Background: an optimization exercise with open tools, aiming at small area, a short achievable clock period and few clock cycles per item. Do not read the settings as production practice. Where RTL was checked, it was by simulation tests only, not by an equivalence proof against the original. No functional check of the RTL was part of run 1. Power is estimated from default activity; no workload was simulated.

**flow/design.v**
```verilog
module mult (
    input  [7:0]  x,
    input  [2:0]  c,
    output [15:0] y
);
    wire t1 = x[0] & x[2];
    wire t2 = x[1] & (x[0] | c[2]);
    wire t3 = x[0] & x[3];
    wire t4 = x[2] & ~x[1];
    wire t5 = x[0] & x[4];
    wire t6 = x[1] & x[3];
    wire t7 = x[1] & x[2];
    wire t8 = x[0] & x[5];
    wire t9 = x[1] & x[4];
    wire t10 = x[3] & ~x[2];
    wire t11 = x[0] & x[6];
    wire t12 = x[1] & x[5];
    wire t13 = x[2] & x[4];
    wire t14 = x[2] & x[3];
    wire t15 = x[0] & x[7];
    wire t16 = x[1] & x[6];
    wire t17 = x[2] & x[5];
    wire t18 = x[4] & ~x[3];
    wire t19 = x[1] & x[7];
    wire t20 = x[2] & x[6];
    wire t21 = x[3] & x[5];
    wire t22 = x[3] & x[4];
    wire t23 = x[2] & x[7];
    wire t24 = x[3] & x[6];
    wire t25 = x[5] & ~x[4];
    wire t26 = x[3] & x[7];
    wire t27 = x[4] & x[6];
    wire t28 = x[4] & x[5];
    wire t29 = x[4] & x[7];
    wire t30 = x[6] & ~x[5];
    wire t31 = x[5] & x[7];
    wire t32 = x[5] & x[6];
    wire t33 = x[7] & ~x[6];
    wire t34 = x[6] & x[7];
    wire t35 = t11 ^ t12;
    wire t36 = t11 & t12;
    wire t37 = t15 ^ t16;
    wire t38 = t37 ^ t17;
    wire t39 = t37 ? t17 : t15;
    wire t40 = t19 ^ t20;
    wire t41 = t40 ^ t21;
    wire t42 = t40 ? t21 : t19;
    wire t43 = t23 ^ t24;
    wire t44 = t23 & t24;
    wire t45 = t26 ^ t27;
    wire t46 = t26 & t27;
    wire t47 = t5 ^ t6;
    wire t48 = t5 & t6;
    wire t49 = t8 ^ t9;
    wire t50 = t49 ^ t10;
    wire t51 = t49 ? t10 : t8;
    wire t52 = t35 ^ t13;
    wire t53 = t52 ^ t14;
    wire t54 = t52 ? t14 : t35;
    wire t55 = t38 ^ t18;
    wire t56 = t55 ^ t36;
    wire t57 = t55 ? t36 : t38;
    wire t58 = t41 ^ t22;
    wire t59 = t58 ^ t39;
    wire t60 = t58 ? t39 : t41;
    wire t61 = t43 ^ t25;
    wire t62 = t61 ^ t42;
    wire t63 = t61 ? t42 : t43;
    wire t64 = t45 ^ t28;
    wire t65 = t64 ^ t44;
    wire t66 = t64 ? t44 : t45;
    wire t67 = t29 ^ t30;
    wire t68 = t67 ^ t46;
    wire t69 = t67 ? t46 : t29;
    wire t70 = t31 ^ t32;
    wire t71 = t31 & t32;
    wire t72 = t1 & t2;
    wire t73 = t3 & t4;
    wire t74 = t47 & t7;
    wire t75 = t50 & t48;
    wire t76 = t53 & t51;
    wire t77 = t56 & t54;
    wire t78 = t59 & t57;
    wire t79 = t62 & t60;
    wire t80 = t65 & t63;
    wire t81 = t68 & t66;
    wire t82 = t70 & t69;
    wire t83 = t33 & t71;
    wire t84 = t34 & 1'b0;
    wire t85 = t1 ^ t2;
    wire t86 = t3 ^ t4;
    wire t87 = t47 ^ t7;
    wire t88 = t50 ^ t48;
    wire t89 = t53 ^ t51;
    wire t90 = t56 ^ t54;
    wire t91 = t59 ^ t57;
    wire t92 = t62 ^ t60;
    wire t93 = t65 ^ t63;
    wire t94 = t68 ^ t66;
    wire t95 = t70 ^ t69;
    wire t96 = t33 ^ t71;
    wire t97 = t34 ^ 1'b0;
    wire t98 = t73 | (t86 & t72);
    wire t99 = t74 | (t87 & t98);
    wire t100 = t75 | (t88 & t99);
    wire t101 = t76 | (t89 & t100);
    wire t102 = t77 | (t90 & t101);
    wire t103 = t78 | (t91 & t102);
    wire t104 = t79 | (t92 & t103);
    wire t105 = t80 | (t93 & t104);
    wire t106 = t81 | (t94 & t105);
    wire t107 = t82 | (t95 & t106);
    wire t108 = t83 | (t96 & t107);
    wire t109 = t84 | (t97 & t108);
    wire t110 = t86 ^ t72;
    wire t111 = t87 ^ t98;
    wire t112 = t88 ^ t99;
    wire t113 = t89 ^ t100;
    wire t114 = t90 ^ t101;
    wire t115 = t91 ^ t102;
    wire t116 = t92 ^ t103;
    wire t117 = t93 ^ t104;
    wire t118 = t94 ^ t105;
    wire t119 = t95 ^ t106;
    wire t120 = t96 ^ t107;
    wire t121 = t97 ^ t108;
    wire [2:0] lo = {x[1] & ~x[0], 1'b0, x[0]} + c;
    assign y = {t121, t120, t119, t118, t117, t116, t115, t114, t113, t112, t111, t110, t85, lo};
endmodule
module cubroot (
    input  [7:0] x_bi,
    output [2:0] y_bo
);
    wire [7:0] x = x_bi;
    wire ge1   = |x;
    wire ge8   = |x[7:3];
    wire ge27  = |x[7:5] | (x[4] & x[3] & (x[2] | (x[1] & x[0])));
    wire ge64  = x[7] | x[6];
    wire ge125 = x[7] | (x[6] & x[5] & x[4] & x[3] & x[2] & (x[1] | x[0]));
    wire ge216 = x[7] & x[6] & (x[5] | (x[4] & x[3]));
    assign y_bo[2] = ge64;
    assign y_bo[1] = (ge8 & ~ge64) | ge216;
    assign y_bo[0] = (ge1 & ~ge8) | (ge27 & ~ge64) | (ge125 & ~ge216);
endmodule
module cubroot_add_system (
    input clk_i,
    input rst_i,
    input start_i,
    input [7:0] a_bi,
    input [7:0] b_bi,
    output busy_o,
    output reg [15:0] result
);
    wire        load = start_i & ~rst_i;
    wire [2:0]  cub_result;
    wire [15:0] sum;
    cubroot cub (.x_bi(b_bi), .y_bo(cub_result));
    mult square (.x(a_bi), .c(cub_result), .y(sum));
    always @(posedge clk_i) begin
        if (load)
            result <= sum;
    end
    assign busy_o = 1'b0;
endmodule
```
**flow/flow/run.sh**
```bash
#!/bin/bash
# The standard layout (standard.sh) with three changes:
#  - synthesis leaves full and half adders as plain logic for ABC (no adder
#    cells from ADDER_MAP_FILE),
#  - the final ABC mapping runs flow/abc.script when that file exists,
#  - every port is buffered by sky130_fd_sc_hd__buf_1.
# Each tool's output goes to the ORFS logs under orfs/logs; make's own output
# goes to standard.log here.
set -euo pipefail
here=$(pwd)
export ADDER_MAP_FILE=
export BUFFER_PORTS_ARGS="-buffer_cell sky130_fd_sc_hd__buf_1"
export FLOW_SYNTH_TCL="$here/synth_recipe.tcl"
if [[ -f "$here/flow/abc.script" ]]; then
  export MY_ABC_SCRIPT="$here/flow/abc.script"
  sed "s#SYNTH_SCRIPT=[^ ]*#SYNTH_SCRIPT=$here/flow/synth.tcl#" standard.sh > my_standard.sh
else
  cp standard.sh my_standard.sh
fi
bash my_standard.sh > standard.log 2>&1
```
**flow/flow/synth.tcl**
```tcl
# The standard flow's synthesis script (synth_recipe.tcl, unchanged) with the final ABC
# mapping run on MY_ABC_SCRIPT instead of ORFS's abc_speed/abc_area script.
proc abc {args} {
  set i [lsearch -exact $args -script]
  if {$i >= 0} { lset args [expr {$i + 1}] $::env(MY_ABC_SCRIPT) }
  yosys abc {*}$args
}
source $::env(FLOW_SYNTH_TCL)
```
**flow/standard.sh**
```bash
#!/bin/bash
# synth_recipe.tcl (not shown) runs the flow's synth.tcl, then flattens the netlist and writes it again
# the make line also repeats each setting of config.mk as NAME=value (left out here)
make -C /OpenROAD-flow-scripts/flow DESIGN_CONFIG=/design/flow/config.mk WORK_HOME=/design/flow/orfs CLKGATE_MAP_FILE= SYNTH_SCRIPT=/design/flow/synth_recipe.tcl "${@:-finish}"
```
**flow/config.mk**
```make
export PLATFORM = sky130hd
export DESIGN_NAME = cubroot_add_system
export DESIGN_NICKNAME = cubroot_add_system
export VERILOG_FILES = /design/flow/design.v
export SDC_FILE = /design/flow/constraint.sdc
export NUM_CORES = 4
export LEC_CHECK = 0
export ABC_AREA = 1
export CAP_MARGIN = 20
export CORE_MARGIN = 2
export CORE_UTILIZATION = 40
export SETUP_SLACK_MARGIN = 2.2
export SLEW_MARGIN = 20
```
**flow/constraint.sdc**
```tcl
create_clock -name core_clock -period 5.0 [get_ports {clk_i}]
set_input_delay 1.0000 -clock core_clock [delete_from_list [all_inputs] [get_ports {clk_i}]]
set_output_delay 1.0000 -clock core_clock [all_outputs]
set_load 0.01 [all_outputs]
```
==> reports/metrics.csv, run 1 <==
metric,value,unit
status,timing/DRC/antenna clean,
hold_class,in2reg,
maxSlewViolCount,0,
cts_sinks,16,
synthesis.nets,262,
wire_per_inst,10.4,µm
ys_ff_latch,16,
crit_type,in2reg,
grtUsageMet3,0.00974,
row_count,23,
busiest_layer,met2,
drc,0,
crit_path_start_kind,input pin,
cts-htree-levels,1,
drv_cap,0,
p_int,0.318,mW
cts_tree,built,
met1_usage,0.212,
yosysSeqAreaShare,0.285,
root_buffer,clkbuf_8,
crit_path_max_incr_delay,0.12,ns
use_met2,0.246,
setup_violations,0,
cts_buffer_depth,2,
drt_iter0_markers,19,
cp_cell_sequence,buf_6 -> nand2_1 -> inv_1 -> nand3_4 -> nand2_2 -> nand2_2 -> nand3_2 -> nand2_2 -> inv_2 -> nand2_2 -> nand2_2 -> nand2_2 -> nand2_2 -> nand2_2 -> nand2_2 -> nand2_2 -> nand2_2 -> nand2_2 -> nand2_4 -> nand2_4 -> nand2_4 -> nand2_2 -> nand2_2 -> nand2_1,
synthTopCellsByArea,"edfxtp_1 29%, nand2_1 17%, inv_1 6.9%",
num_vias,1582,
p_per_area,224,nW/µm²
antennaDiodeCount,0,
ant_nets,0,
die_width,68.9,µm
switchingPower,0.179,mW
worstPathMaxFanout,10,
drive_gt1_frac,0.375,
grt_pass1_vias,1374,
fin_crit_sh,0.532,
die_h,68.9,µm
critical_path.startpoint,a_bi[2],
ios,36,
rsz0062_at_grt,false,
yosysUniqueCellTypes,34,
p_leak,1.06,nW
syn_area,1680,µm²
end_kind,flop,
yosysTopAreaCell,edfxtp_1,
postSynthCellCount,243,
fp.coreArea,4030,µm²
crit_top_cell,nand2_2,
grt_overflow,0,
crit_arrival,2.67,ns
total_power,0.497,mW
yosys_warnings,1,
layout.nets,300,
ys_top_cells_by_count,"76 x nand2_1, 31 x inv_1, 22 x nand3_1, 17 x nand2_2, 16 x edfxtp_1",
largest_reg_flops,16,
synth_area_per_cell,6.93,µm²
ir_worst_vdd,0.0000788,V
top_regs,result: 16 flops,
cts_hold_buf,0,
period_minus_slack,2.66,ns
hpwl,2.60,mm
cp_slowest_cell,buf_6,
seqPwrFrac,0.354,
synth-main-ff-cell,edfxtp_1,
viasPerCell,4.79,
switching_share,0.361,
grt_max_degree,17,
top_register,result,
die_area,4750,µm²
yosys.area.top_type_share,0.285,
numCtsBuffers,3,
grt_first_pass_wirelength,5.62,mm
fmax,376,MHz
path_delay_family,simple AND/OR/NAND/NOR gates,
synth_most_common_cell,nand2_1,
tns,0,ns
port_buffers,34,
hold_viol_final,0,
critPathRequiredTime,5.01,ns
p_clk_frac,0.192,
first_pass_iters,4,
synth_edf_count,16,
grtUsageTotal,0.155,
clk_pin_slew,0.06,ns
syn2layout_area_growth,31.8,%
wl,3.45,mm
grt_antenna_before_repair,0,
start_util,0.418,
async_reset_ff_frac,0,
worstHoldStart,a_bi[0],
p_comb_frac,0.454,
critPathBufInv,3,
gp_congestion,0.788,
worst min-delay path: stages:
cell,delay (ns)
buf_12,0.11
nand3_1,0.08
nand2_1,0.06
routing by layer:
layer	share of wire	wire length (µm)
met1	0.47	1620
met2	0.49	1680
met5	0	0
met3	0.021	71
met4	0.019	66
cell usage in the layout, fill, tap and decap left out, drive strengths merged:
cell	count
nor2	14
a2111oi	1
o32ai	1
xnor2	6
a31oi	1
nand4	6
nand3	28
conb	1
a21oi	2
clkbuf	3
or2	2
nand2	98
buf	41
o211ai	3
o21ai	7
inv	36
clkinv	2
edfxtp	16
o22ai	2
xor2	9
nor4	1
power by group through the flow:
stage                     sequential (mW)  combinational [mW]  clock (mW)
after floorplan                     0.188               0.149           0
after global placement              0.179               0.188           0
after detailed placement            0.179               0.190           0
after CTS                           0.176               0.193      0.0996
after global routing                0.178               0.253       0.105
final                               0.176               0.226      0.0956
through the flow:
stage / setup slack, ns / utilization / area (µm²) / hold slack (ns) / std cells
floorplan: 2.16 / - / 1760 / 1.27 / 243
global placement: 1.65 / 0.465 / 1870 / 1.44 / 320
detailed placement: 1.63 / 0.465 / 1870 / 1.44 / 320
CTS: 2.22 / 0.482 / 1940 / 1.17 / 324
global route: 2.16 / 0.551 / 2220 / 1.13 / 330
finish: 2.34 / 0.551 / 2220 / 1.10 / 330
path summary, 6_finish.rpt:
kind | to | cells after the start
hold / removal | result[2] | 3
setup / recovery | result[14] | 24
cell type report:
cell class	instances	area, µm²
multi-input cells	182	1210
fillers	392	1810
repair buffers	41	274
well taps	50	62.6
inverters	37	144
clock buffers	3	41.3
flip-flops and latches	16	480
clock inverters	1	3.75
cell families after synthesis:
kind of cell           after synthesis  share of synthesized area
AND/OR/NAND/NOR                    149                      0.446
buffers and inverters               45                      0.114
AO/OA/AOI/OAI                       17                     0.0706
flip-flops                          16                      0.285
XOR/XNOR                            15                     0.0825
other                                1                    0.00223
repair_timing:
action / in CTS / in global routing
setup endpoints to repair: 5 / 4
pin swaps: 0 / 28
resized for setup: 14 / 65
buffers inserted: 0 / 6
gates cloned: 0 / 0
==> inputs of run 2 (changes only) <==
--- a/flow/design.v
+++ b/flow/design.v
@@ -103,27 +103,53 @@
     wire t98 = t73 | (t86 & t72);
-    wire t99 = t74 | (t87 & t98);
-    wire t100 = t75 | (t88 & t99);
-    wire t101 = t76 | (t89 & t100);
-    wire t102 = t77 | (t90 & t101);
-    wire t103 = t78 | (t91 & t102);
-    wire t104 = t79 | (t92 & t103);
-    wire t105 = t80 | (t93 & t104);
-    wire t106 = t81 | (t94 & t105);
-    wire t107 = t82 | (t95 & t106);
-    wire t108 = t83 | (t96 & t107);
-    wire t109 = t84 | (t97 & t108);
-    wire t110 = t86 ^ t72;
-    wire t111 = t87 ^ t98;
-    wire t112 = t88 ^ t99;
-    wire t113 = t89 ^ t100;
-    wire t114 = t90 ^ t101;
-    wire t115 = t91 ^ t102;
-    wire t116 = t92 ^ t103;
-    wire t117 = t93 ^ t104;
-    wire t118 = t94 ^ t105;
-    wire t119 = t95 ^ t106;
-    wire t120 = t96 ^ t107;
-    wire t121 = t97 ^ t108;
+    wire t99 = t86 & t85;
+    wire t100 = t75 | (t88 & t74);
+    wire t101 = t88 & t87;
+    wire t102 = t77 | (t90 & t76);
+    wire t103 = t90 & t89;
+    wire t104 = t79 | (t92 & t78);
+    wire t105 = t92 & t91;
+    wire t106 = t81 | (t94 & t80);
+    wire t107 = t94 & t93;
+    wire t108 = t83 | (t96 & t82);
+    wire t109 = t96 & t95;
+    wire t110 = t100 | (t101 & t98);
+    wire t111 = t101 & t99;
+    wire t112 = t104 | (t105 & t102);
+    wire t113 = t105 & t103;
+    wire t114 = t108 | (t109 & t106);
+    wire t115 = t109 & t107;
+    wire t116 = t112 | (t113 & t110);
+    wire t117 = t113 & t111;
+    wire t118 = t114 | (t115 & t116);
+    wire t119 = t115 & t117;
+    wire t120 = t102 | (t103 & t110);
+    wire t121 = t103 & t111;
+    wire t122 = t106 | (t107 & t116);
+    wire t123 = t107 & t117;
+    wire t124 = t74 | (t87 & t98);
+    wire t125 = t87 & t99;
+    wire t126 = t76 | (t89 & t110);
+    wire t127 = t89 & t111;
+    wire t128 = t78 | (t91 & t120);
+    wire t129 = t91 & t121;
+    wire t130 = t80 | (t93 & t116);
+    wire t131 = t93 & t117;
+    wire t132 = t82 | (t95 & t122);
+    wire t133 = t95 & t123;
+    wire t134 = t84 | (t97 & t118);
+    wire t135 = t97 & t119;
+    wire t136 = t86 ^ t72;
+    wire t137 = t87 ^ t98;
+    wire t138 = t88 ^ t124;
+    wire t139 = t89 ^ t110;
+    wire t140 = t90 ^ t126;
+    wire t141 = t91 ^ t120;
+    wire t142 = t92 ^ t128;
+    wire t143 = t93 ^ t116;
+    wire t144 = t94 ^ t130;
+    wire t145 = t95 ^ t122;
+    wire t146 = t96 ^ t132;
+    wire t147 = t97 ^ t118;
     wire [2:0] lo = {x[1] & ~x[0], 1'b0, x[0]} + c;
-    assign y = {t121, t120, t119, t118, t117, t116, t115, t114, t113, t112, t111, t110, t85, lo};
+    assign y = {t147, t146, t145, t144, t143, t142, t141, t140, t139, t138, t137, t136, t85, lo};
 endmodule
==> run 2 against run 1 <==
Still clean; sequential share of layout area is 3.0 points higher; core utilization is 6.4 points lower; non-clock buffer count is 5 lower; critical path depth is 6 lower; sequential cell count stayed put; power is 12% lower; worst setup slack better by 0.088 ns; clock power is 0.5% higher; final area is 12% lower; wire length is 5.3% lower; critical path type unchanged; critical endpoint unchanged; largest cell class unchanged.
==> reports/metrics.csv, run 2 <==
metric,value,unit,change
status,timing/DRC/antenna clean,,
crit_top_cell,nand2_1,,
yosysTopAreaCell,edfxtp_1,,
hpwl,2.65,mm,+2.0%
ir_worst_vdd,0.0000756,V,-4.0%
p_per_area,225,nW/µm²,+0.47%
hold_class,in2reg,,
layout.nets,309,,+3.0%
grtUsageTotal,0.157,,+0.00228
postSynthCellCount,256,,+5.3%
yosysUniqueCellTypes,30,,-12%
final.setup.worst_slack,2.43,ns,+0.0881 ns
grt_pass1_vias,1353,,-1.5%
fill_cells,432,,+10%
top_register,result,,
critPathBufInv,2,,-1
grt_antenna_before_repair,0,,unchanged
wl_met2,1.36,mm,-19%
ant_nets,0,,unchanged
grt_max_degree,17,,unchanged
hold_viol_final,0,,unchanged
largest_reg_flops,16,,unchanged
cp_slowest_cell,clkbuf_2,,
ys_top_cells_by_count,"91 x nand2_1, 34 x inv_1, 19 x nand3_1, 16 x edfxtp_1, 15 x nor2_1",,
synth_area_per_cell,6.49,µm²,-6.4%
crit_type,in2reg,,
cts-htree-levels,1,,unchanged
drt-met1-wl,1.70,mm,+4.8%
synth_most_common_cell,nand2_1,,
synthesis.nets,275,,+5.0%
drc,0,,unchanged
start_util,0.415,,-0.00294
die_width,68.4,µm,-0.67%
end_kind,flop,,
dp_slack,1.85,ns,+0.221 ns
num_vias,1569,,-0.82%
row_count,23,,unchanged
p_leak,0.994,nW,-6.3%
hold_end,result[15],,
rsz0062_at_grt,false,,
maxSlewViolCount,0,,unchanged
synth_compound_area_frac,0.0784,,+0.00779
grt_overflow,0,,unchanged
highest_layer,met4,,
numCtsBuffers,3,,unchanged
cts_buffer_depth,2,,unchanged
path_delay_family,simple AND/OR/NAND/NOR gates,,
yosys_warnings,1,,unchanged
dr_wl_met3,132,µm,+86%
yosys.area.top_type_share,0.289,,+0.00408
worstPathMaxFanout,9,,-1
synthTopCellsByArea,"edfxtp_1 29%, nand2_1 21%, inv_1 7.7%",,
wl,3.26,mm,-5.3%
yosysSeqAreaShare,0.289,,+0.00408
fin_crit_sh,0.515,,-0.0176
die_h,68.4,µm,-0.67%
synth-xor-area-share,0.0633,,-0.0192
ios,36,,unchanged
drt_iter0_markers,56,,+37
gp_congestion,0.784,,-0.53%
syn_area,1660,µm²,-1.4%
viasPerCell,4.63,,-3.5%
crit_path_start_kind,input pin,,
final_common_cell,nand2_1,,
synthAdderAreaFrac,0,,unchanged
drive_gt1_frac,0.194,,-0.181
whs_path_depth,3,,unchanged
tns,0,ns,unchanged
cp_cell_sequence,clkbuf_2 -> nand2_1 -> nand2_1 -> o21ai_1 -> nand2_1 -> nand3_1 -> nand3_2 -> nand2_1 -> inv_1 -> nand2_1 -> nand3_1 -> nand4_1 -> nand2_2 -> nand2_2 -> nand2_2 -> nand2_1 -> nand2_1 -> nand2_1,,
synth-main-ff-cell,edfxtp_1,,
crit_path_max_incr_delay,0.18,ns,+0.06 ns
synth-simple-area-share,0.450,,+0.00412
synth_edf_count,16,,unchanged
grt_first_pass_wirelength,5.64,mm,+0.50%
seq_area,480,µm²,unchanged
setup_violations,0,,unchanged
clk_pin_slew,0.06,ns,about the same
top_regs,result: 16 flops,,
first_pass_iters,4,,unchanged
ys_ff_latch,16,,unchanged
root_buffer,clkbuf_8,,
cts_sinks,16,,unchanged
wire_per_inst,9.63,µm,-7.8%
synth_mux_area_frac,0,,unchanged
crit_arrival,2.58,ns,-0.09 ns
fp.coreArea,4000,µm²,-0.71%
critPathRequiredTime,5.01,ns,about the same
multi_input_area,1050,µm²,-14%
synth_top_family_by_area,simple AND/OR/NAND/NOR gates,,
fmax,388,MHz,+3.4%
async_reset_ff_frac,0,,unchanged
cts_tree,built,,
drv_cap,0,,unchanged
die_area,4680,µm²,-1.3%
period_minus_slack,2.57,ns,-0.0881 ns
syn2layout_area_growth,17.4,%,
antennaDiodeCount,0,,unchanged
layout_common_cells,"85 x nand2_1, 33 x inv_1, 26 x buf_1, 19 x nand2_2, 17 x nand3_1",,
port_buffers,34,,unchanged
worstHoldStart,a_bi[7],,
## run 2: changes by cell type after synthesis, sizes merged, moves of 3 or more
cell | before | now
a21boi | 0 | 4
a21oi | 2 | 5
nand2 | 98 | 105
nor2 | 14 | 17
## run 2: how the worst max path moves through the flow
stage / cells after the start / startpoint / slack, ns / endpoint
detailed placement: 18 / a_bi[3] / 1.85 / result[14]
global route: 19 / a_bi[2] / 2.19 / result[14]
global placement: 18 / a_bi[3] / 1.91 / result[14]
CTS: 18 / a_bi[2] / 2.21 / result[14]
floorplan: 17 / a_bi[2] / 2.35 / result[14]
finish: 18 / a_bi[0] / 2.43 / result[14]
## run 2: cell families after synthesis
| logic type | after synthesis |
|---|---|
| buffers and inverters | 46 |
| xor gates and xnor gates | 12 |
| AOI/OAI and AO/OA | 21 |
| other | 1 |
| DFF | 16 |
| and+or+nand+nor | 160 |
## run 2: where the power goes
group	total, mW	internal [mW]	switching [mW]
clock	0.0961	0.0545	0.0416
combinational	0.171	0.0634	0.108
sequential	0.171	0.169	0.00253
## run 2: metal layers
metal	global-route usage	up-vias
met5	0	-
met3	0	5
met1	0.221	643
met2	0.254	38
met4	0.0675	0
li1	-	883
## run 2: repair_timing
item	in CTS	in global routing
endpoints found under the hold margin	0	0
hold buffers	0	0
buffers inserted	0	1
pin swaps	0	2
gates cloned	0	0
gates resized for setup	4	31
setup endpoints to repair	4	6
## run 2: cell type report
class,instances,share of cell area
flip-flops and latches,16,0.246
multi-input cells,194,0.537
clock buffers,3,0.0212
repair buffers,36,0.0860
well taps,50,0.0321
inverters,39,0.0751
clock inverters,1,0.00193
## run 2: stage by stage
stage                     instances   util  power (mW)  hold slack (ns)  area [µm²]
final                           339  0.487       0.439             1.19        1950
after global routing            339  0.487       0.475             1.21        1950
after CTS                       338  0.465       0.431             1.24        1860
after detailed placement        334  0.453       0.335             1.44        1810
after global placement          334  0.453       0.333             1.44        1810
after floorplan                 256      -       0.302             1.23        1660
Testbench counts of run 2, summed over its fixed seeds: cycles 2,048, items 2,048.
==> inputs of run 3 (changes only) <==
==> flow/flow/abc.script (new file) <==
strash
 dch
 map -D 1600
 topo
 stime -c
 buffer -c
 upsize -D 1600
 dnsize -D 1600
--- a/flow/config.mk
+++ b/flow/config.mk
@@ -7,3 +7,2 @@
 export LEC_CHECK = 0
-export ABC_AREA = 1
 export CAP_MARGIN = 20
==> run 3 against run 2 <==
Sequential cell count stayed put; global-route usage is 4.8 points higher; power rose by 23%; sequential power is essentially flat.
==> reports/metrics.csv, run 3 <==
metric,value,unit,change
status,timing/DRC/antenna clean,,
grt_overflow,0,,unchanged
top_regs,result: 16 flops,,
seq_area,480,µm²,unchanged
port_buffers,34,,unchanged
fmax,337,MHz,-13%
ant_nets,0,,unchanged
die_h,65.2,µm,-4.7%
cts-htree-levels,1,,unchanged
dp_cells,281,,-16%
hpwl,2.79,mm,+4.9%
tns,0,ns,unchanged
total_power,0.538,mW,+23%
crit_path_start_kind,input pin,,
drc,0,,unchanged
gp_congestion,0.819,,+4.5%
path_delay_family,compound AO/OA/AOI/OAI gates,,
critPathRequiredTime,5.00,ns,about the same
synth_most_common_cell,nand2_1,,
ios,36,,unchanged
grt_antenna_before_repair,0,,unchanged
wl,4.43,mm,+36%
numCtsBuffers,3,,unchanged
layout_common_cells,"35 x nand2_1, 28 x buf_4, 26 x buf_1, 19 x nor2_1, 16 x edfxtp_1",,
grt_first_pass_wirelength,6.83,mm,+21%
top_register,result,,
die_width,65.2,µm,-4.7%
fp.coreArea,3630,µm²,-9.2%
synth-main-ff-cell,edfxtp_1,,
setup_violations,0,,unchanged
root_buffer,clkbuf_8,,
clk_pin_slew,0.06,ns,about the same
worst_pin_slew,0.752,ns,
cp_slowest_cell,a21oi_2,,
whs_path_depth,3,,unchanged
worstPathMaxFanout,7,,-2
layout.nets,288,,-6.8%
final.setup.worst_slack,2.04,ns,-0.390 ns
cts_buffer_depth,2,,unchanged
crit_type,in2reg,,
grt_pass1_vias,1532,,+13%
grtUsageTotal,0.205,,+0.0477
critPathBufInv,4,,+2
maxSlewViolCount,0,,unchanged
layout.cells.non_filler,315,,-7.1%
ys_ff_latch,16,,unchanged
dp_slack,1.42,ns,-0.432 ns
end_kind,flop,,
yosysUniqueCellTypes,40,,+33%
drt_iter0_markers,77,,+38%
row_count,22,,-4.3%
crit_top_cell,nand2_1,,
num_vias,1670,,+6.4%
synthTopCellsByArea,"edfxtp_1 32%, nand2_1 11%, nor2_1 6.0%",,
die_area,4250,µm²,-9.2%
yosys_warnings,1,,unchanged
start_util,0.412,,-0.00289
final_common_cell,nand2_1,,
crit_arrival,2.96,ns,+0.38 ns
fin_crit_sh,0.593,,+0.0780
wire_per_inst,14.1,µm,+46%
hold_viol_final,0,,unchanged
p_leak,0.967,nW,-2.8%
period_minus_slack,2.96,ns,+0.390 ns
cts_sinks,16,,unchanged
viasPerCell,5.30,,+15%
worstHoldStart,a_bi[0],,
async_reset_ff_frac,0,,unchanged
synthesis.nets,220,,-20%
dr_wl_met3,167,µm,+27%
grt_max_degree,17,,unchanged
wl_met2,2.35,mm,+72%
syn_area,1500,µm²,-9.8%
synth_area_per_cell,7.45,µm²,+15%
p_per_area,232,nW/µm²,+3.1%
fill_cells,308,,-29%
ys_top_cells_by_count,"42 x nand2_1, 24 x nor2_1, 16 x edfxtp_1, 15 x inv_1, 10 x nand3_1",,
drv_cap,0,,unchanged
yosysTopAreaCell,edfxtp_1,,
highest_layer,met4,,
synth_edf_count,16,,unchanged
crit_path_max_incr_delay,0.23,ns,+0.05 ns
rsz0062_at_grt,true,,
ir_worst_vdd,0.000104,V,+37%
largest_reg_flops,16,,unchanged
hold_class,in2reg,,
hold_end,result[0],,
postSynthCellCount,201,,-21%
drive_gt1_frac,0.363,,+0.170
multi_input_area,1140,µm²,+8.5%
syn2layout_area_growth,54.8,%,
first_pass_iters,4,,unchanged
cp_cell_sequence,buf_8 -> inv_6 -> o22ai_4 -> nand2_2 -> o21ai_4 -> nand2_1 -> nor2_2 -> o21bai_1 -> buf_4 -> buf_4 -> o21a_1 -> nand2_2 -> nand4_1 -> a21oi_2 -> o22ai_2 -> nand2_1 -> nand2_1,,
yosys.area.top_type_share,0.321,,+0.0314
antennaDiodeCount,0,,unchanged
yosysSeqAreaShare,0.321,,+0.0314
cts_tree,built,,
slew_headroom,0.486,,
drt-met1-wl,1.85,mm,+8.5%
run 3: area by class of cell:
class                           count  area share
Sequential cell                    16       0.207
Multi-Input combinational cell    159       0.490
Clock buffer                        3      0.0178
Inverter                           23      0.0534
Timing Repair Buffer               66       0.206
Tap cell                           48      0.0259
run 3: logic make-up (layout without fill, tap and decap cells):
family / after synthesis / in the layout / share of synthesized area
other: 1 / 1 / 0.00250
and+or+nand+nor: 97 / 97 / 0.297
buffers and inverters: 26 / 92 / 0.0727
AOI/OAI and AO/OA: 44 / 44 / 0.197
xor gates and xnor gates: 17 / 17 / 0.109
DFF: 16 / 16 / 0.321
run 3: worst max-delay path by stage:
stage / from / cells past startpoint / slack, ns / end
floorplan: a_bi[3] / 14 / 2.10 / result[14]
global route: a_bi[5] / 17 / 1.90 / result[14]
finish: a_bi[5] / 17 / 2.04 / result[14]
global placement: a_bi[3] / 14 / 1.49 / result[14]
detailed placement: a_bi[3] / 14 / 1.42 / result[14]
CTS: a_bi[3] / 16 / 2.11 / result[13]
run 3: metal layers:
layer / global-route usage / vias up
met5: 0 / -
met3: 0.0137 / 8
met2: 0.385 / 53
met4: 0.0495 / 0
li1: - / 825
met1: 0.252 / 784
run 3: through the flow:
stage               hold slack (ns)  instance area [µm²]  utilization
floorplan                      1.22                 1540            -
global placement               1.44                 1700        0.468
detailed placement             1.42                 1700        0.468
CTS                            1.17                 2160        0.595
global route                   1.15                 2320        0.638
finish                         1.17                 2320        0.638
run 3: repair_timing:
item | in CTS | in global routing
endpoints found under the setup margin | 7 | 6
endpoints found under the hold margin | 0 | 0
hold buffers | 0 | 0
buffers inserted | 23 | 8
resized for setup | 68 | 23
pin swaps | 25 | 19
run 3: where the power goes:
part	internal [mW]	switching, mW	leakage (nW)
sequential	0.171	0.00370	0.149
clock	0.0534	0.0436	0.0216
combinational	0.122	0.145	0.796
total	0.346	0.192	0.967
run 3: worst min-delay path: cells and delay by family:
family / cells / cell delay [ns]
buffers and inverters: 1 / 0.11
AND/OR/NAND/NOR: 2 / 0.18
==> inputs of run 4 (changes only) <==
==> flow/flow/abc.script (replaced) <==
strash
 dch
 map -B 0.5 -G 150
 topo
 stime -c
 buffer -c
 upsize -c
 dnsize -c
--- a/flow/config.mk
+++ b/flow/config.mk
@@ -8,4 +8,5 @@
 export CAP_MARGIN = 20
-export CORE_MARGIN = 2
-export CORE_UTILIZATION = 40
+export CORE_AREA = 2 2 60 60
+export CTS_BUF_LIST = sky130_fd_sc_hd__clkbuf_4
+export DIE_AREA = 0 0 62 62
 export SETUP_SLACK_MARGIN = 2.2
==> run 4 against run 3 <==
Still clean on timing, DRC and antenna; synthesized cell count is 21% higher; synthesized area is 6.4% higher; combinational power is 34% lower; first-iteration DRC count is 14% lower; worst setup slack better by 0.38 ns; global-route usage is 3.1 points lower; clock power is 33% lower; critical path type unchanged; highest routed layer unchanged.
==> reports/metrics.csv, run 4 <==
metric,value,unit,change
final_area,1820,µm²,-21%
drc,0,,unchanged
port_buffers,34,,unchanged
syn2layout_area_growth,14.3,%,
crit_arrival,2.63,ns,-0.33 ns
die_area,3840,µm²,-9.5%
synthTopCellsByArea,"edfxtp_1 30%, nand2_1 21%, inv_1 6.6%",,
fill_cells,339,,+10%
yosysSeqAreaShare,0.301,,-0.0194
cts_sinks,16,,unchanged
wire_per_inst,9.69,µm,-31%
hold_ws,1.14,ns,-0.0244 ns
viasPerCell,4.86,,-8.3%
tns,0,ns,unchanged
fin_util,0.555,,-0.0834
crit_type,in2reg,,
fp.coreArea,3280,µm²,-9.6%
period_minus_slack,2.58,ns,-0.383 ns
syn_area,1590,µm²,+6.4%
rsz0062_at_grt,false,,
drv_cap,0,,unchanged
p_per_area,226,nW/µm²,-2.4%
synth-xor-area-share,0.0714,,-0.0380
synth-main-ff-cell,edfxtp_1,,
final.setup.worst_slack,2.42,ns,+0.383 ns
grt_antenna_before_repair,0,,unchanged
yosysUniqueCellTypes,29,,-28%
drive_gt1_frac,0.127,,-0.236
maxSlewViolCount,0,,unchanged
status,timing/DRC/antenna clean,,
row_count,21,,-4.5%
synthesis.nets,263,,+20%
root_buffer,clkbuf_4,,
synth-simple-area-share,0.423,,+0.126
yosysTopAreaCell,edfxtp_1,,
cts-htree-levels,1,,unchanged
wl,3.11,mm,-30%
ys_top_cells_by_count,"90 x nand2_1, 28 x inv_1, 19 x nand3_1, 17 x nor2_1, 16 x edfxtp_1",,
drt_iter0_markers,66,,-14%
hold_end,result[15],,
hold_viol_final,0,,unchanged
largest_reg_flops,16,,unchanged
grt_pass1_vias,1218,,-20%
whs_path_depth,3,,unchanged
grtUsageTotal,0.174,,-0.0310
yosys.area.top_type_share,0.301,,-0.0194
grt_overflow,0,,unchanged
first_pass_iters,5,,+1
p_leak,0.877,nW,-9.3%
dpl_cell_area,1720,µm²,+1.5%
gp_congestion,0.768,,-6.3%
die_h,62,µm,-4.9%
total_power,0.413,mW,-23%
hold_class,in2reg,,
grt_first_pass_wirelength,5.06,mm,-26%
ant_nets,0,,unchanged
synth_compound_area_frac,0.0942,,-0.103
critPathRequiredTime,5.04,ns,+0.04 ns
synth_mux_area_frac,0,,unchanged
start_util,0.485,,+0.0731
grt_max_degree,17,,unchanged
antennaDiodeCount,0,,unchanged
cts_tree,built,,
cts_buffer_depth,2,,unchanged
ios,36,,unchanged
layout.cells.non_filler,321,,+1.9%
crit_path_start_kind,input pin,,
synth_edf_count,16,,unchanged
yosys_warnings,1,,unchanged
synth_most_common_cell,nand2_1,,
end_kind,flop,,
num_vias,1560,,-6.6%
setup_violations,0,,unchanged
top_regs,result: 16 flops,,
synth_area_per_cell,6.53,µm²,-12%
fmax,387,MHz,+15%
layout_common_cells,"90 x nand2_1, 26 x inv_1, 26 x buf_1, 18 x nand3_1, 16 x edfxtp_1",,
synth_top_family_by_area,simple AND/OR/NAND/NOR gates,,
synthAdderAreaFrac,0,,unchanged
async_reset_ff_frac,0,,unchanged
dp_cells,316,,+12%
worstPathMaxFanout,11,,+4
dp_slack,1.74,ns,+0.316 ns
hpwl,2.54,mm,-8.9%
layout.nets,295,,+2.4%
die_width,62,µm,-4.9%
clk_pin_slew,0.09,ns,+0.03 ns
postSynthCellCount,244,,+21%
worstHoldStart,a_bi[7],,
fin_crit_sh,0.516,,-0.0765
top_register,result,,
ir_worst_vdd,0.0000779,V,-25%
final_common_cell,nand2_1,,
seq_area,480,µm²,unchanged
ys_ff_latch,16,,unchanged
numCtsBuffers,3,,unchanged
multi_input_area,981,µm²,-14%
-- run 4: cell types whose count changed in the layout (fill, tap and decap cells not counted), sizes merged, moves of 5 or more --
cell	delta
nand2	+54
buf	-36
nand3	+10
nor2	-9
o22ai	-7
xor2	-7
clkbuf	+6
inv	+6
a21oi	+5
o21ai	-5
-- run 4: timing repair --
| action | CTS | global route |
|---|---|---|
| endpoints found under the setup margin | 4 | 4 |
| gates resized for setup | 8 | 18 |
| hold buffers | 0 | 0 |
| buffers inserted | 0 | 1 |
| pin swaps | 0 | 3 |
-- run 4: area by class of cell --
class,count,area share
well taps,46,0.0316
multi-input cells,190,0.538
flip-flops and latches,16,0.264
inverters,29,0.0598
clock inverters,1,0.00206
clock buffers,3,0.0124
repair buffers,36,0.0920
-- run 4: report_power, final --
group | switching [mW] | internal, mW | total (mW)
clock network | 0.0359 | 0.0289 | 0.0648
logic | 0.110 | 0.0648 | 0.175
registers | 0.00288 | 0.170 | 0.173
-- run 4: critical path, cell delays in order --
cell and delay, ns:
clkbuf_4 0.18, nand2_1 0.09, inv_1 0.09, nand2_1 0.11, nand3b_1 0.18, nand2_1 0.09
nand2_1 0.06, nand2_1 0.08, nor2_4 0.15, nor2_4 0.06, a21oi_1 0.16, nand2_2 0.10
nand2_2 0.08, nand2_2 0.07, nand3_1 0.07, nand2_1 0.05
-- run 4: worst max-delay path by stage --
stage             from         end  slack [ns]  cells past startpoint
5_1_grt        a_bi[6]  result[14]        2.21                     16
2_1_floorplan  a_bi[2]  result[14]        2.32                     17
3_3_place_gp   a_bi[3]  result[14]        1.75                     16
3_5_place_dp   a_bi[3]  result[14]        1.74                     16
4_1_cts        a_bi[2]  result[14]        2.27                     16
6_report       a_bi[3]  result[14]        2.42                     16
-- run 4: cell families after synthesis --
group                     count (synthesis)
DFF                                      16
and+or+nand+nor                         151
buffers and inverters                    38
AOI/OAI and AO/OA                        25
xor gates and xnor gates                 13
other                                     1
-- run 4: per-layer routing --
metal,global-route usage,wire length (µm),up-vias
met5,0,0,-
met3,0.0124,96,2
met1,0.261,1680,663
met2,0.259,1320,37
met4,0.0638,14,0
li1,-,-,858
==> inputs of run 5 (changes only) <==
==> flow/flow/abc.script (replaced) <==
strash
 dch
 map -B 0.5 -G 120
 topo
 stime -c
 buffer -c
 upsize -c
 dnsize -c
==> run 5 against run 4 <==
Still clean on timing, DRC and antenna; worst hold slack improved by 0.025 ns; final cell count decreased by 1.2%; sequential cell count unchanged; final area decreased by 1.7%; synthesized cell count decreased by 0.41%; sequential share of layout area increased by 0.46 points; first-iteration DRC count decreased by 55%; combinational power decreased by 5%; largest cell class unchanged.
==> reports/metrics.csv, run 5 <==
metric,value,unit,change
seq_area,480,µm²,unchanged
synthTopCellsByArea,"edfxtp_1 30%, nand2_1 20%, inv_1 6.8%",,
top_register,result,,
layout.cells.non_filler,317,,-1.2%
p_per_area,222,nW/µm²,-2.0%
grt_first_pass_wirelength,4.82,mm,-4.6%
synth_area_per_cell,6.58,µm²,+0.65%
cp_slowest_cell,clkbuf_2,,
synth_most_common_cell,nand2_1,,
cts_resized,6,,-2
ir_worst_vdd,0.0000711,V,-8.7%
critPathBufInv,1,,-1
crit_arrival,2.62,ns,about the same
largest_reg_flops,16,,unchanged
slew_headroom,0.528,,
root_buffer,clkbuf_4,,
die_width,62,µm,unchanged
synth_edf_count,16,,unchanged
seqPwrFrac,0.435,,+0.016
dp_cells,314,,-0.63%
cts_tree,built,,
hold_ws,1.17,ns,+0.0247 ns
hold_class,in2reg,,
drive_gt1_frac,0.133,,+0.00557
crit_type,in2reg,,
port_buffers,34,,unchanged
numCtsBuffers,3,,unchanged
die_h,62,µm,unchanged
clk_pin_slew,0.08,ns,about the same
fill_cells,322,,-5.0%
fp.coreArea,3280,µm²,unchanged
fin_crit_sh,0.519,,+0.00283
yosysSeqAreaShare,0.301,,-0.000708
wire_per_inst,9.51,µm,-1.9%
num_vias,1492,,-4.4%
yosys.area.top_type_share,0.301,,-0.000708
postCtsSetupBuffers,0,,unchanged
cts-htree-levels,1,,unchanged
drv_cap,0,,unchanged
drc,0,,unchanged
grt_max_degree,17,,unchanged
end_kind,flop,,
fmax,385,MHz,-0.54%
synth-main-ff-cell,edfxtp_1,,
yosys_warnings,1,,unchanged
worstPathMaxFanout,9,,-2
layout_common_cells,"84 x nand2_1, 29 x inv_1, 26 x buf_1, 18 x nand3_1",,
grt_overflow,0,,unchanged
hold_viol_final,0,,unchanged
grt_antenna_before_repair,0,,unchanged
final_area,1790,µm²,-1.7%
period_minus_slack,2.60,ns,+0.0141 ns
p_leak,0.862,nW,-1.7%
die_area,3840,µm²,unchanged
cts_sinks,16,,unchanged
top_regs,result: 16 flops,,
ys_ff_latch,16,,unchanged
cts_buffer_depth,2,,unchanged
maxSlewViolCount,0,,unchanged
crit_top_cell,nand2_1,,
setup_violations,0,,unchanged
cp_cell_sequence,clkbuf_2 -> nand2_1 -> nand2_1 -> nand2_1 -> nand2_1 -> nand3_1 -> nand2_1 -> nand2_1 -> nand2_1 -> nor2_2 -> nor2_1 -> nand4_1 -> nand2_2 -> nand2_2 -> nand2_2 -> nand2_1 -> nand2_1 -> nand2_1,,
status,timing/DRC/antenna clean,,
async_reset_ff_frac,0,,unchanged
ys_top_cells_by_count,"85 x nand2_1, 29 x inv_1, 21 x nor2_1, 18 x nand3_1, 16 x edfxtp_1",,
hpwl,2.52,mm,-0.67%
cts_hold_buf,0,,unchanged
yosysTopAreaCell,edfxtp_1,,
syn2layout_area_growth,12.1,%,
tns,0,ns,unchanged
path_delay_family,simple AND/OR/NAND/NOR gates,,
antennaDiodeCount,0,,unchanged
drt_iter0_markers,30,,-55%
synthesis.nets,262,,-0.38%
wl,3.01,mm,-3.1%
viasPerCell,4.71,,-3.2%
yosysUniqueCellTypes,31,,+6.9%
multi_input_area,970,µm²,-1.1%
fin_util,0.545,,-0.00952
crit_path_max_incr_delay,0.18,ns,about the same
gp_congestion,0.768,,about the same
worst_pin_slew,0.707,ns,
rsz0062_at_grt,true,,
layout.nets,292,,-1.0%
p_comb_frac,0.418,,-0.006
critPathRequiredTime,5.03,ns,about the same
p_int,0.258,mW,-2.1%
row_count,21,,unchanged
switching_share,0.351,,-0.0107
grt_pass1_vias,1119,,-8.1%
switchingPower,0.139,mW,-6.5%
syn_area,1600,µm²,+0.24%
final_common_cell,nand2_1,,
crit_path_start_kind,input pin,,
grtUsageTotal,0.166,,-0.00768
start_util,0.486,,+0.00114
p_clk_frac,0.147,,-0.010
dpl_cell_area,1720,µm²,-0.14%
postSynthCellCount,243,,-0.41%
ios,36,,unchanged
ant_nets,0,,unchanged
first_pass_iters,4,,-1
## run 5: power by group through the flow
stage	registers, mW	clock network [mW]	logic, mW
after floorplan	0.184	0	0.121
after global placement	0.176	0	0.160
after detailed placement	0.176	0	0.161
after CTS	0.173	0.0600	0.162
after global routing	0.175	0.0649	0.193
final	0.173	0.0585	0.166
## run 5: worst paths after layout
check | slack [ns] | from | depth (start not counted) | end
min | 1.17 | rst_i | 2 | result[7]
max | 2.40 | a_bi[7] | 18 | result[14]
## run 5: stage by stage
step | setup WS, ns | total power, mW
after CTS | 2.21 | 0.395
final | 2.40 | 0.397
after global routing | 2.16 | 0.433
after detailed placement | 1.83 | 0.337
after floorplan | 2.35 | 0.305
after global placement | 1.85 | 0.336
## run 5: logic make-up (layout without fill, tap and decap cells)
group           Yosys count  in the layout  synth area share
buf+inv                  39             67             0.110
xor+xnor                 12             12            0.0658
other cells               1              1           0.00235
flops                    16             16             0.301
compound gates           27             27             0.108
simple gates            148            148             0.413
## run 5: final cells by class
| class | count | share of cell area |
|---|---|---|
| Sequential cell | 16 | 0.268 |
| Clock buffer | 3 | 0.0126 |
| Tap cell | 46 | 0.0321 |
| Timing Repair Buffer | 34 | 0.0825 |
| Multi-Input combinational cell | 188 | 0.542 |
| Inverter | 30 | 0.0629 |
## run 5: layer usage
metal | global-route usage | wire, µm
met5 | 0 | 0
met2 | 0.259 | 1270
met3 | 0.00828 | 74
met4 | 0.0456 | 21
met1 | 0.248 | 1650
==> inputs of run 6 (changes only) <==
--- a/flow/config.mk
+++ b/flow/config.mk
@@ -11,2 +11,3 @@
 export DIE_AREA = 0 0 62 62
+export PLACE_DENSITY = 0.8
 export SETUP_SLACK_MARGIN = 2.2
==> run 6 against run 5 <==
Still clean; combinational power about the same; sequential power hardly changed; count of clock-buffer cells in the layout stayed put; final cell count is 0.63% higher; worst hold slack better by 0.010 ns; worst setup slack got worse by 0.018 ns; largest cell class unchanged.
==> reports/metrics.csv, run 6 <==
metric,value,unit,change
fp.coreArea,3280,µm²,unchanged
yosys_warnings,1,,unchanged
layout_common_cells,"85 x nand2_1, 28 x inv_1, 26 x buf_1, 18 x nand3_1, 17 x nor2_1",,
critPathRequiredTime,5.03,ns,about the same
die_width,62,µm,unchanged
rsz0062_at_grt,false,,
ys_top_cells_by_count,"85 x nand2_1, 29 x inv_1, 21 x nor2_1, 18 x nand3_1, 16 x edfxtp_1",,
row_count,21,,unchanged
hold_viol_final,0,,unchanged
cp_cell_sequence,clkbuf_2 -> nand2_1 -> inv_1 -> nand2_1 -> nand2_1 -> nand2_1 -> nand2_1 -> nand2_1 -> nand2_1 -> nor2_2 -> nor2_2 -> a21oi_1 -> nand2_2 -> nand2_2 -> nand2_2 -> xnor2_1,,
synthTopCellsByArea,"edfxtp_1 30%, nand2_1 20%, inv_1 6.8%",,
gp_congestion,0.887,,+16%
yosysTopAreaCell,edfxtp_1,,
crit_path_max_incr_delay,0.16,ns,-0.02 ns
final_common_cell,nand2_1,,
cts-htree-levels,1,,unchanged
crit_type,in2reg,,
whs_path_depth,3,,+1
yosysUniqueCellTypes,31,,unchanged
antennaDiodeCount,0,,unchanged
fmax,383,MHz,-0.68%
grt_max_degree,17,,unchanged
cp_slowest_cell,clkbuf_2,,
die_h,62,µm,unchanged
period_minus_slack,2.61,ns,+0.0177 ns
synthesis.nets,262,,unchanged
p_clk_frac,0.162,,+0.015
p_per_area,226,nW/µm²,+1.8%
top_register,result,,
setup_violations,0,,unchanged
crit_path_start_kind,input pin,,
crit_arrival,2.65,ns,+0.03 ns
num_vias,1566,,+5.0%
hold_end,result[0],,
clk_pin_slew,0.08,ns,about the same
grtUsageTotal,0.175,,+0.00904
total_power,0.403,mW,+1.4%
path_delay_family,simple AND/OR/NAND/NOR gates,,
grt_overflow,0,,unchanged
hold_class,in2reg,,
yosysSeqAreaShare,0.301,,unchanged
cts_sinks,16,,unchanged
critPathBufInv,2,,+1
ys_ff_latch,16,,unchanged
worstHoldStart,a_bi[0],,
grt_pass1_vias,1264,,+13%
root_buffer,clkbuf_4,,
p_leak,0.862,nW,about the same
yosys.area.top_type_share,0.301,,unchanged
p_int,0.259,mW,+0.46%
synth_most_common_cell,nand2_1,,
die_area,3840,µm²,unchanged
ios,36,,unchanged
port_buffers,34,,unchanged
async_reset_ff_frac,0,,unchanged
ir_worst_vdd,0.0000635,V,-11%
switching_share,0.357,,+0.00605
wire_per_inst,9.27,µm,-2.5%
postCtsSetupBuffers,0,,unchanged
synth_edf_count,16,,unchanged
drc,0,,unchanged
numCtsBuffers,3,,unchanged
drv_cap,0,,unchanged
switchingPower,0.144,mW,+3.1%
ant_nets,0,,unchanged
seq_area,480,µm²,unchanged
synth_area_per_cell,6.58,µm²,unchanged
drive_gt1_frac,0.125,,-0.00830
status,timing/DRC/antenna clean,,
syn2layout_area_growth,11.7,%,
maxSlewViolCount,0,,unchanged
grt_antenna_before_repair,0,,unchanged
first_pass_iters,4,,unchanged
fin_util,0.543,,-0.00191
largest_reg_flops,16,,unchanged
fill_cells,333,,+3.4%
syn_area,1600,µm²,unchanged
wl,2.96,mm,-1.9%
seqPwrFrac,0.427,,-0.008
viasPerCell,4.91,,+4.3%
grt_first_pass_wirelength,5.18,mm,+7.3%
cts_tree,built,,
tns,0,ns,unchanged
drt_iter0_markers,37,,+23%
p_comb_frac,0.411,,-0.007
layout.nets,293,,+0.34%
cts_buffer_depth,2,,unchanged
end_kind,flop,,
worstPathMaxFanout,9,,unchanged
fin_crit_sh,0.523,,+0.00353
synth-main-ff-cell,edfxtp_1,,
multi_input_area,955,µm²,-1.5%
hpwl,2.39,mm,-5.4%
crit_top_cell,nand2_1,,
postSynthCellCount,243,,unchanged
start_util,0.486,,unchanged
top_regs,result: 16 flops,,
[run 6: logic make-up after synthesis]
group | synth area share
DFF | 0.301
buffers and inverters | 0.110
other | 0.00235
AOI/OAI and AO/OA | 0.108
and+or+nand+nor | 0.413
xor gates and xnor gates | 0.0658
[run 6: per-layer routing]
layer,share of wire,GRT usage
met5,0,0
met4,0.022,0.0669
met3,0.051,0.0207
met2,0.43,0.272
met1,0.50,0.247
[run 6: stage by stage]
step / std cells / hold slack [ns] / instance area [µm²] / worst slack, ns
after detailed placement: 315 / 1.44 / 1730 / 1.81
after CTS: 319 / 1.19 / 1760 / 2.20
final: 319 / 1.18 / 1780 / 2.39
after floorplan: 243 / 1.33 / 1600 / 2.35
after global placement: 315 / 1.44 / 1730 / 1.85
after global routing: 319 / 1.20 / 1780 / 2.19
[run 6: worst max-delay path by stage]
stage / slack (ns) / from / cells past startpoint / end
floorplan: 2.35 / a_bi[7] / 17 / result[14]
global placement: 1.85 / a_bi[0] / 16 / result[14]
detailed placement: 1.81 / a_bi[0] / 16 / result[14]
CTS: 2.20 / a_bi[2] / 16 / result[14]
global route: 2.19 / a_bi[7] / 16 / result[14]
finish: 2.39 / a_bi[7] / 16 / result[13]
[run 6: tightest hold or removal path, delay by kind of cell]
| kind | cells | cell delay, ns |
|---|---|---|
| and+or+nand+nor | 2 | 0.14 |
| buffers and inverters | 1 | 0.19 |
[run 6: layout make-up]
cell class | instances | area share
multi-input combinational | 188 | 0.535
sequential | 16 | 0.269
timing repair buffer | 35 | 0.0856
inverter | 30 | 0.0631
tap | 46 | 0.0323
clock buffer | 3 | 0.0126
clock inverter | 1 | 0.00210
[run 6: power groups by stage]
stage / Sequential, mW / Clock, mW / Combinational [mW]
6_report: 0.172 / 0.0653 / 0.165
5_1_grt: 0.175 / 0.0728 / 0.191
4_1_cts: 0.172 / 0.0680 / 0.161
3_5_place_dp: 0.175 / 0 / 0.160
3_3_place_gp: 0.175 / 0 / 0.156
2_1_floorplan: 0.184 / 0 / 0.121
[run 6: what timing repair did]
action,CTS,global route
pin swaps,0,0
hold buffers,0,0
resized for setup,4,14
setup endpoints to repair,4,6
==> inputs of run 7 (changes only) <==
--- a/flow/config.mk
+++ b/flow/config.mk
@@ -11,3 +11,3 @@
 export DIE_AREA = 0 0 62 62
-export PLACE_DENSITY = 0.8
+export PLACE_DENSITY = 0.5
 export SETUP_SLACK_MARGIN = 2.2
==> run 7 against run 6 <==
Still clean on timing, DRC and antenna; worst setup slack improved by 0.079 ns; synthesized cell count unchanged; critical path depth unchanged; clock power decreased by 0.8%; sequential cell count unchanged; combinational power increased by 2%; die area unchanged; non-clock buffer count increased by 1; critical path type unchanged; critical endpoint is now result[14]; largest cell class unchanged.
==> reports/metrics.csv, run 7 <==
metric,value,unit,change
status,timing/DRC/antenna clean,,
numCtsBuffers,3,,unchanged
syn_area,1600,µm²,unchanged
period_minus_slack,2.53,ns,-0.0787 ns
hpwl,2.56,mm,+7.4%
setup_violations,0,,unchanged
grtUsageTotal,0.188,,+0.0125
die_h,62,µm,unchanged
first_pass_iters,6,,+2
worstHoldStart,a_bi[6],,
yosys.area.top_type_share,0.301,,unchanged
layout.nets,294,,+0.34%
hold_ws,1.14,ns,-0.0403 ns
synth_area_per_cell,6.58,µm²,unchanged
antennaDiodeCount,0,,unchanged
top_regs,result: 16 flops,,
die_area,3840,µm²,unchanged
synth_edf_count,16,,unchanged
final_common_cell,nand2_1,,
cts_tree,built,,
tns,0,ns,unchanged
wire_per_inst,9.79,µm,+5.6%
root_buffer,clkbuf_4,,
rsz0062_at_grt,false,,
grt_antenna_before_repair,0,,unchanged
top_register,result,,
ios,36,,unchanged
yosys_warnings,1,,unchanged
whs_path_depth,3,,unchanged
fill_cells,352,,+5.7%
grt_max_degree,17,,unchanged
fp.coreArea,3280,µm²,unchanged
synth_most_common_cell,nand2_1,,
p_leak,0.878,nW,+1.8%
port_buffers,34,,unchanged
synth-main-ff-cell,edfxtp_1,,
total_power,0.407,mW,+0.90%
ys_top_cells_by_count,"85 x nand2_1, 29 x inv_1, 21 x nor2_1, 18 x nand3_1, 16 x edfxtp_1",,
crit_type,in2reg,,
grt_pass1_vias,1370,,+8.4%
cts_buffer_depth,2,,unchanged
ys_ff_latch,16,,unchanged
drc,0,,unchanged
start_util,0.486,,unchanged
crit_path_start_kind,input pin,,
grt_overflow,0,,unchanged
p_per_area,223,nW/µm²,-1.2%
gp_congestion,0.777,,-12%
wl,3.13,mm,+5.9%
cts-htree-levels,1,,unchanged
grt_first_pass_wirelength,5.52,mm,+6.7%
seq_area,480,µm²,unchanged
crit_arrival,2.58,ns,-0.07 ns
critPathRequiredTime,5.04,ns,about the same
clk_pin_slew,0.08,ns,about the same
drt_iter0_markers,43,,+16%
viasPerCell,4.85,,-1.2%
fmax,395,MHz,+3.1%
synthTopCellsByArea,"edfxtp_1 30%, nand2_1 20%, inv_1 6.8%",,
cts_sinks,16,,unchanged
layout_common_cells,"83 x nand2_1, 28 x inv_1, 26 x buf_1, 17 x nor2_1, 17 x nand3_1",,
multi_input_area,975,µm²,+2.1%
hold_class,in2reg,,
ir_worst_vdd,0.0000717,V,+13%
layout.cells.non_filler,320,,+0.31%
end_kind,flop,,
num_vias,1552,,-0.89%
yosysSeqAreaShare,0.301,,unchanged
dp_cells,315,,unchanged
yosysUniqueCellTypes,31,,unchanged
hold_viol_final,0,,unchanged
die_width,62,µm,unchanged
fin_crit_sh,0.507,,-0.0157
drv_cap,0,,unchanged
largest_reg_flops,16,,unchanged
postSynthCellCount,243,,unchanged
maxSlewViolCount,0,,unchanged
drive_gt1_frac,0.146,,+0.0214
syn2layout_area_growth,14.0,%,
synthesis.nets,262,,unchanged
hold_end,result[15],,
yosysTopAreaCell,edfxtp_1,,
async_reset_ff_frac,0,,unchanged
worstPathMaxFanout,11,,+2
ant_nets,0,,unchanged
row_count,21,,unchanged
run 7: cell families (layout without fill, tap and decap cells):
group           after synthesis  count (layout)  synth area share
simple gates                148             148             0.413
xor+xnor                     12              12            0.0658
compound gates               27              27             0.108
other cells                   1               1           0.00235
flops                        16              16             0.301
buf+inv                      39              70             0.110
run 7: metal layers:
layer / GRT usage / part of all wire
met1: 0.246 / 0.50
met2: 0.330 / 0.46
met4: 0.0456 / 0.0067
met3: 0.0186 / 0.032
met5: 0 / 0
run 7: metrics by stage:
step | instance area (µm²) | utilization | setup slack, ns
2_1_floorplan | 1600 | - | 2.35
3_3_place_gp | 1730 | 0.526 | 1.83
3_5_place_dp | 1730 | 0.526 | 1.80
4_1_cts | 1760 | 0.536 | 2.21
5_1_grt | 1820 | 0.555 | 2.20
6_report | 1820 | 0.555 | 2.47
run 7: final cells by class:
cell class / count / area share
repair buffers: 36 / 0.0934
inverters: 30 / 0.0618
well taps: 46 / 0.0316
flip-flops and latches: 16 / 0.264
multi-input cells: 188 / 0.535
clock buffers: 3 / 0.0124
clock inverters: 1 / 0.00206
run 7: report_power, final:
part / switching (mW) / internal [mW] / leakage (nW)
clock network: 0.0359 / 0.0289 / 0.0154
logic: 0.106 / 0.0634 / 0.713
registers: 0.00300 / 0.170 / 0.149
total: 0.145 / 0.262 / 0.878
run 7: repair_timing:
action                     CTS  global route
setup buffers                0             1
pin swaps                    0             4
setup endpoints to repair    4             6
hold buffers                 0             0
gates resized for setup      5            28
run 7: worst max-delay path by stage:
stage	slack, ns	from	end
2_1_floorplan	2.35	a_bi[7]	result[14]
3_3_place_gp	1.83	a_bi[1]	result[14]
3_5_place_dp	1.80	a_bi[6]	result[14]
4_1_cts	2.21	a_bi[7]	result[14]
5_1_grt	2.20	a_bi[4]	result[14]
6_report	2.47	a_bi[5]	result[14]
run 7: critical path, stage by stage:
cell	delay, ns
buf_2	0.21
nand2_1	0.10
nand2_2	0.10
nand2_1	0.06
nand2_1	0.09
nand3_1	0.12
a21oi_2	0.23
a21oi_2	0.10
nand2_2	0.08
nand4_1	0.09
nand2_2	0.11
nand2_2	0.06
nand2_2	0.09
nand2_1	0.06
nand2_1	0.05
nand2_1	0.04
==> inputs of run 8 (changes only) <==
--- a/flow/config.mk
+++ b/flow/config.mk
@@ -11,2 +11,3 @@
 export DIE_AREA = 0 0 62 62
+export GPL_TIMING_DRIVEN = 0
 export PLACE_DENSITY = 0.5
==> run 8 against run 7 <==
Wire length up 7.7%; die area stayed put; sequential cell count unchanged; synthesized area stayed put; power increased by 7.4%; sequential power about the same; final area rose by 12%; via count increased by 5.2%; combinational power rose by 18%; worst setup slack got worse by 0.11 ns; worst hold slack worse by 0.0080 ns; largest power group is now combinational cells; highest routed layer unchanged.
==> reports/metrics.csv, run 8 <==
metric,value,unit,change
die_h,62,µm,unchanged
yosys_warnings,1,,unchanged
end_kind,flop,,
grtUsageTotal,0.183,,-0.00443
grt_overflow,0,,unchanged
fill_cells,315,,-11%
ir_worst_vdd,0.0000885,V,+23%
p_leak,0.967,nW,+10%
first_pass_iters,5,,-1
tns,0,ns,unchanged
drive_gt1_frac,0.233,,+0.0867
synthesis.nets,262,,unchanged
layout.cells.non_filler,334,,+4.4%
gp_congestion,0.786,,+1.2%
wire_per_inst,10.1,µm,+3.2%
die_width,62,µm,unchanged
grt_max_degree,17,,unchanged
maxSlewViolCount,0,,unchanged
rsz0062_at_grt,true,,
cts_tree,built,,
hold_ws,1.13,ns,-0.00797 ns
fin_crit_sh,0.529,,+0.0223
layout.nets,308,,+4.8%
layout_common_cells,"75 x nand2_1, 29 x inv_1, 27 x buf_1, 16 x edfxtp_1, 15 x nand3_1",,
yosysUniqueCellTypes,31,,unchanged
fin_util,0.622,,+0.0674
critPathRequiredTime,5.02,ns,-0.02 ns
grt_antenna_before_repair,0,,unchanged
row_count,21,,unchanged
synthTopCellsByArea,"edfxtp_1 30%, nand2_1 20%, inv_1 6.8%",,
final.setup.worst_slack,2.35,ns,-0.112 ns
ys_ff_latch,16,,unchanged
postSynthCellCount,243,,unchanged
grt_pass1_vias,1342,,-2.0%
num_vias,1633,,+5.2%
synth_area_per_cell,6.58,µm²,unchanged
ios,36,,unchanged
synth_most_common_cell,nand2_1,,
die_area,3840,µm²,unchanged
hold_class,in2reg,,
cts_buffer_depth,2,,unchanged
antennaDiodeCount,0,,unchanged
ys_top_cells_by_count,"85 x nand2_1, 29 x inv_1, 21 x nor2_1, 18 x nand3_1, 16 x edfxtp_1",,
numCtsBuffers,3,,unchanged
clk_pin_slew,0.08,ns,about the same
start_util,0.486,,unchanged
drv_cap,0,,unchanged
synth-main-ff-cell,edfxtp_1,,
top_regs,result: 16 flops,,
crit_arrival,2.67,ns,+0.09 ns
yosysSeqAreaShare,0.301,,unchanged
syn_area,1600,µm²,unchanged
dp_cells,320,,+1.6%
crit_path_start_kind,input pin,,
worst_pin_slew,0.724,ns,
dp_slack,2.01,ns,+0.202 ns
grt_first_pass_wirelength,5.41,mm,-2.0%
root_buffer,clkbuf_4,,
yosysTopAreaCell,edfxtp_1,,
synth_edf_count,16,,unchanged
slew_headroom,0.517,,
ant_nets,0,,unchanged
fmax,378,MHz,-4.2%
hpwl,2.54,mm,-0.95%
top_register,result,,
setup_violations,0,,unchanged
largest_reg_flops,16,,unchanged
multi_input_area,1060,µm²,+8.5%
worstPathMaxFanout,10,,-1
fp.coreArea,3280,µm²,unchanged
final_common_cell,nand2_1,,
drc,0,,unchanged
syn2layout_area_growth,27.9,%,
p_per_area,214,nW/µm²,-4.3%
async_reset_ff_frac,0,,unchanged
drt_iter0_markers,55,,+28%
cts_hold_buf,0,,unchanged
crit_type,in2reg,,
yosys.area.top_type_share,0.301,,unchanged
port_buffers,31,,-8.8%
wl,3.37,mm,+7.7%
status,timing/DRC/antenna clean,,
period_minus_slack,2.65,ns,+0.112 ns
viasPerCell,4.89,,+0.81%
hold_viol_final,0,,unchanged
seq_area,480,µm²,unchanged
cts-htree-levels,1,,unchanged
cts_sinks,16,,unchanged
run 8: where the power goes:
part | leakage [nW] | internal (mW) | total (mW) | switching, mW
Sequential | 0.149 | 0.170 | 0.173 | 0.00302
Combinational | 0.802 | 0.0799 | 0.200 | 0.120
Clock | 0.0154 | 0.0288 | 0.0642 | 0.0354
Total | 0.967 | 0.278 | 0.437 | 0.158
run 8: area by class of cell:
class	count	area share
multi-input combinational	188	0.517
sequential	16	0.235
timing repair buffer	41	0.110
inverter	30	0.0551
buffer	9	0.0410
tap	46	0.0282
clock buffer	3	0.0110
clock inverter	1	0.00184
run 8: critical path: stages:
cell and delay (ns):
clkbuf_2 0.15, buf_6 0.16, nand4_1 0.17, nand2_1 0.10, nand2_1 0.08, a21oi_2 0.18
a21oi_2 0.06, a21oi_2 0.19, nand2_2 0.09, nand4_1 0.10, nand2_2 0.09, nand2_2 0.09
nand2_2 0.08, xnor2_1 0.12
run 8: what timing repair did:
| item | 4_1_cts | 5_1_grt |
|---|---|---|
| hold endpoints to repair | 0 | 0 |
| buffers inserted | 0 | 10 |
| resized for setup | 0 | 49 |
| setup endpoints to repair | 0 | 6 |
run 8: metrics by stage:
stage | total power, mW | instance area, µm²
floorplan | 0.305 | 1600
global placement | 0.339 | 1770
detailed placement | 0.340 | 1770
CTS | 0.403 | 1800
global route | 0.476 | 2040
finish | 0.437 | 2040
run 8: worst paths after layout:
| check | from | end | depth (start not counted) |
|---|---|---|---|
| min | a_bi[7] | result[15] | 3 |
| max | a_bi[0] | result[13] | 14 |
run 8: logic make-up (layout without fill, tap and decap cells):
group,Yosys count,in the layout,synth area share
and+or+nand+nor,148,148,0.413
buffers and inverters,39,84,0.110
AOI/OAI and AO/OA,27,27,0.108
DFF,16,16,0.301
xor gates and xnor gates,12,12,0.0658
other,1,1,0.00235
run 8: routing by layer:
metal	global-route usage	vias up	part of all wire
met1	0.241	705	0.48
met3	0.0186	4	0.042
met2	0.324	39	0.46
li1	-	885	-
met5	0	-	0
met4	0.0365	0	0.012

[afterwards: timing with drivers on the ports]
The flow's constraints put no driver on any port. The routed layouts listed below were extracted and timed again, unchanged, in two steps.
Step 1: set_driving_cell puts a clkbuf_16 on clk_i and a buf_2 on each other input, an assumption about the parent block.
Step 2 also shifts input and output timing later by t, the mid clock arrival at the registers, as if the neighbouring blocks saw the same clock.
Slacks: ideal / step 1 / step 2; pairs: ideal / step 1.
run	shift t [ns]	slack for setup (ns)	worst setup path at the end	slew at the worst register clock pin (ns)
run 1	0.271	2.338 / 2.323 / 2.052	input to register	0.06 / 0.06
run 2	0.270	2.426 / 2.425 / 2.156	input to register	0.06 / 0.06
run 3	0.271	2.036 / 2.003 / 1.732	input to register	0.06 / 0.06
run 4	0.294	2.418 / 2.417 / 2.123	input to register	0.09 / 0.09
run 5	0.281	2.404 / 2.403 / 2.121	input to register	0.08 / 0.08
run 6	0.297	2.386 / 2.386 / 2.089	input to register	0.08 / 0.08
run 7	0.295	2.465 / 2.466 / 2.171	input to register	0.08 / 0.08
run 8	0.289	2.354 / 2.350 / 2.061	input to register	0.08 / 0.08
After both steps setup and hold are still met in every run listed. The setup slack of run 3, which loses most, moves by -0.033 ns with the drivers and by -0.304 ns with both steps.
